This design comes from an exercise in tuning for small area on the open sky130 flow, not from production work. Where RTL was checked, it was by simulation tests only, not by an equivalence proof against the original. No activity file was given, so power comes from the tool's default toggle rates.

Design cpu, start of the top module:
module cpu #(
    parameter unsigned CLOCK_DIVIDER = 12
) (
    input logic clock_i,
    input logic reset_i,
    input logic [7:0] data_i,
    input logic data_valid_i,
    output logic [7:0] data_o,
    output logic [15:0] address_o,
    output logic bus_read_o,
    output logic bus_write_o
);
Size in the first run: ~510 cells after synthesis, about 87 flip-flops, roughly 37 I/O pins, ~4700 µm² of cells after synthesis.
export LEC_CHECK = 0
export CAP_MARGIN = 20
export CORE_MARGIN = 2
export CORE_UTILIZATION = 55
export SLEW_MARGIN = 20
create_clock -name core_clock -period 10.0 [get_ports {clock_i}]
standard.sh (not shown) runs the stock make flow with config.mk's settings and CLKGATE_MAP_FILE= SYNTH_SCRIPT=/design/flow/synth_recipe.tcl, a recipe that flattens the netlist after the stock synthesis.
==> flow/flow/run.sh <==
#!/bin/bash
# The standard layout (standard.sh) with three changes that only make the
# layout smaller: the smallest buffer on every port, a clock tree of clkbuf_8
# without dummy loads, and, after the floorplan, gates on paths with positive
# slack sized down (repair_timing -recover_power). Each tool's full output goes
# to a log of its own here; ORFS also keeps per-step logs under orfs/logs/.
set -euo pipefail
export BUFFER_PORTS_ARGS="-buffer_cell sky130_fd_sc_hd__buf_1"
export CTS_ARGS="-sink_clustering_enable -repair_clock_nets -buf_list sky130_fd_sc_hd__clkbuf_8 -dont_use_dummy_load"
bash standard.sh synth floorplan > standard_floorplan.log 2>&1
openroad -no_init -exit flow/downsize.tcl > downsize.log 2>&1
bash standard.sh > standard_finish.log 2>&1
==> flow/flow/downsize.tcl <==
# Size down gates that have slack to spare, in the floorplan's database.
set res orfs/results/$::env(FLOW_PLATFORM)/cpu/base
read_db $res/2_floorplan.odb
read_liberty $::env(FLOW_HOME)/platforms/sky130hd/lib/sky130_fd_sc_hd__tt_025C_1v80.lib
read_sdc $res/2_floorplan.sdc
source $::env(FLOW_HOME)/platforms/sky130hd/setRC.tcl
report_design_area
report_worst_slack -max
repair_timing -recover_power 100 -verbose
report_design_area
report_worst_slack -max
write_db $res/2_floorplan.odb
The first run ran to the end with no violations.
Rerun with:
--- a/flow/design.v
+++ b/flow/design.v
@@ -31,49 +31,45 @@
       first = (cnt == 4'd12);
       last  = (cnt == 4'd3);
     end else begin
       shift = cnt[3];
       first = (cnt == 4'd8);
       last  = (cnt == 4'd15);
     end
   end
   localparam logic [3:0]
-    Q_F0    = 4'd0,    
-    Q_F1    = 4'd1,    
-    Q_EXD   = 4'd2,    
-    Q_EXN   = 4'd3,    
-    Q_ZP1   = 4'd4,    
-    Q_ZX1   = 4'd5,    
-    Q_ZX2   = 4'd6,    
-    Q_I3    = 4'd7,    
-    Q_I4    = 4'd8,    
-    Q_AB1   = 4'd9,    
-    Q_AB2   = 4'd10,   
-    Q_RST   = 4'd11,   
+    Q_F0    = 4'd15,   
+    Q_F1    = 4'd1,   
+    Q_EXN   = 4'd14,   
+    Q_ZP1   = 4'd4,   
+    Q_ZX2   = 4'd0,   
+    Q_I3    = 4'd6,   
+    Q_I4    = 4'd2,   
+    Q_AB1   = 4'd5,   
+    Q_AB2   = 4'd9,   
+    Q_RST   = 4'd3,   
     Q_STUCK = 4'd12;   
   logic [3:0] q;
   logic [7:0] ir;
   logic [7:0] a, x, y, sp, t, h;
   logic c, cy;
   logic [15:0] pc;
   logic upc;   
   logic zh;   
   function automatic logic [3:0] decode(input logic [7:0] o);
     if (o == 8'hEA || o == 8'h38 || o == 8'h18 || o == 8'hAA || o == 8'hA8 || o == 8'h8A ||
         o == 8'h98 || o == 8'h9A || o == 8'hBA)
       decode = Q_EXN;
     else if (o == 8'hA9 || o == 8'hA2 || o == 8'hA0 || o == 8'h69 || o == 8'hE9 ||
              o == 8'hC9 || o == 8'h29 || o == 8'h49 || o == 8'h09)
-      decode = Q_EXD;
-    else if (o == 8'h85 || o == 8'hA5 || o == 8'hA6 || o == 8'hA4)
+      decode = Q_EXN;
+    else if (o == 8'h85 || o == 8'hA5 || o == 8'hA6 || o == 8'hA4 || o == 8'hB5 || o == 8'hA1)
       decode = Q_ZP1;
-    else if (o == 8'hB5 || o == 8'hA1)
-      decode = Q_ZX1;
     else if (o == 8'hAD || o == 8'h6D || o == 8'hED || o == 8'hCD || o == 8'h2D ||
              o == 8'h4D || o == 8'h0D || o == 8'h4C)
       decode = Q_AB1;
     else
       decode = Q_STUCK;
   endfunction
   logic implied;
   assign implied = (data_i == 8'hEA) | (data_i == 8'h38) | (data_i == 8'h18) |
                    (data_i == 8'hAA) | (data_i == 8'hA8) | (data_i == 8'h8A) |
@@ -98,18 +94,22 @@
   assign f_d_x = (~ir[6] & ir[1]);
   assign f_d_y = (ir[7] & ~ir[1] & ~ir[0]);
   assign f_d_sp = (ir[4] & ir[1]);
   assign f_d_t = 1'b1;
   assign f_upd_c = (ir[6] & ir[5] & ~ir[1]) | (ir[7] & ir[6] & ~ir[5]);
   assign f_c_ld = (~ir[3] & ~ir[0]) | (ir[5] & ~ir[3] & ir[2]) | (ir[7] & ~ir[6] & ir[3] & ~ir[2] & ir[0]) | (~ir[7] & ir[4]);
   assign f_c_v = (~ir[7] & ir[5]);
   assign f_is_sta = (~ir[5]);
   assign f_is_idx = (~ir[2]);
+  logic f_is_zx;   
+  assign f_is_zx = ir[4] | ~ir[2];
+  logic f_needdv;   
+  assign f_needdv = (~ir[3] & ~ir[2] & ~ir[0]) | (ir[3] & ir[0]);
   always_comb begin
     nq = q;
     nrd = 1'b0;
     nwr = 1'b0;
     set_upc = 1'b0; clr_upc = 1'b0; set_zh = 1'b0; clr_zh = 1'b0;
     pc_inc = 1'b0; pc_jmp = 1'b0;
     ld_ir = 1'b0; t_d = 1'b0; t_h = 1'b0; h_d = 1'b0;
     c_ld = 1'b0; c_v = 1'b0;
     case (q)
@@ -117,38 +117,37 @@
         nq = Q_F0;
         if (data_valid_i) begin
           ld_ir = 1'b1;
           nq = decode(data_i);
           if (!implied) begin
             nrd = 1'b1; pc_inc = 1'b1;
           end
         end
       end
-      Q_EXD, Q_EXN: begin
-        if (data_valid_i || q == Q_EXN) begin
+      Q_EXN: begin
+        if (data_valid_i || !f_needdv) begin
           nq = Q_F1;
           t_d = 1'b1;
           nrd = 1'b1; pc_inc = 1'b1; set_upc = 1'b1;
           c_ld = f_c_ld; c_v = f_c_v;
         end
       end
       Q_ZP1: begin
         if (data_valid_i) begin
-          nq = Q_EXN;
-          t_d = 1'b1; clr_upc = 1'b1; set_zh = 1'b1;
-          if (f_is_sta) nwr = 1'b1;
-          else nrd = 1'b1;
-        end
-      end
-      Q_ZX1: begin
-        if (data_valid_i) begin
-          nq = Q_ZX2;
           t_d = 1'b1;
+          if (f_is_zx) begin   
+            nq = Q_ZX2;
+          end else begin
+            nq = Q_EXN;
+            clr_upc = 1'b1; set_zh = 1'b1;
+            if (f_is_sta) nwr = 1'b1;
+            else nrd = 1'b1;
+          end
         end
       end
       Q_ZX2: begin
         nq = f_is_idx ? Q_I3 : Q_EXN;
         nrd = 1'b1; clr_upc = 1'b1; set_zh = 1'b1;
       end
       Q_I3: begin
         nq = Q_I4;
         nrd = 1'b1; t_h = 1'b1; h_d = 1'b1;
@@ -164,19 +163,19 @@
         end
       end
       Q_AB2: begin
         if (data_valid_i) begin
           nrd = 1'b1;
           if (!ir[0]) begin   
             nq = Q_F0;
             pc_jmp = 1'b1;
           end else begin
-            nq = Q_EXD;
+            nq = Q_EXN;
             h_d = 1'b1; clr_upc = 1'b1; clr_zh = 1'b1;
           end
         end
       end
       default: ;
     endcase
   end
   localparam logic [1:0] OP_ADD = 2'd0, OP_AND = 2'd1, OP_EOR = 2'd2, OP_ORA = 2'd3;
   logic sa_a, sa_x, sa_y, sa_sp, sa_h, sb_t, binv;
Effect: Cell count went down by 2.4%. Clock skew hardly moves. Non-clock buffer count came out higher by 1. Cell area is lower by 4.6%. Total power rises by 11%. Worst setup slack loses 0.18 ns. Sequential cell count does not change. Routed wire length shrinks by 4.5%. Hold slack hardly moves. Utilization came out higher by 0.82 points. Register-to-register slack gets worse by 0.13 ns. Sequential power rose by 11%. Clock-buffer cell count stays the same. Die area went down by 5.3%.
Only the layout flow was run in the first run of this note; the RTL was not checked for function there.

what the ideal ports hide:
The results above use ideal ports. As a check the final layouts listed here were re-extracted and re-timed, cells and wires unchanged.
Step 1, drivers: a clkbuf_16 drives clock_i and a buf_2 each remaining input, both assumed.
Step 2 times the ports against the registers' clock, not the clock port: input delays grow and output delays shrink by t, the midpoint of the rising clock arrivals with the driver on.
a / b / c = ideal ports / drivers / drivers and shift; a / b = the first two.
| run | t (ns) | setup WS [ns] | latest minus earliest clock arrival (ns) |
|---|---|---|---|
| the first run | 0.385 | 5.648 / 5.656 / 5.271 | 0.042 / 0.042 |
| the second run | 0.381 | 5.464 / 5.471 / 5.090 | 0.039 / 0.040 |
After both steps every run listed still meets setup and hold. The setup slack of the first run, which loses most, moves by +0.008 ns with the drivers and by -0.377 ns with both steps.
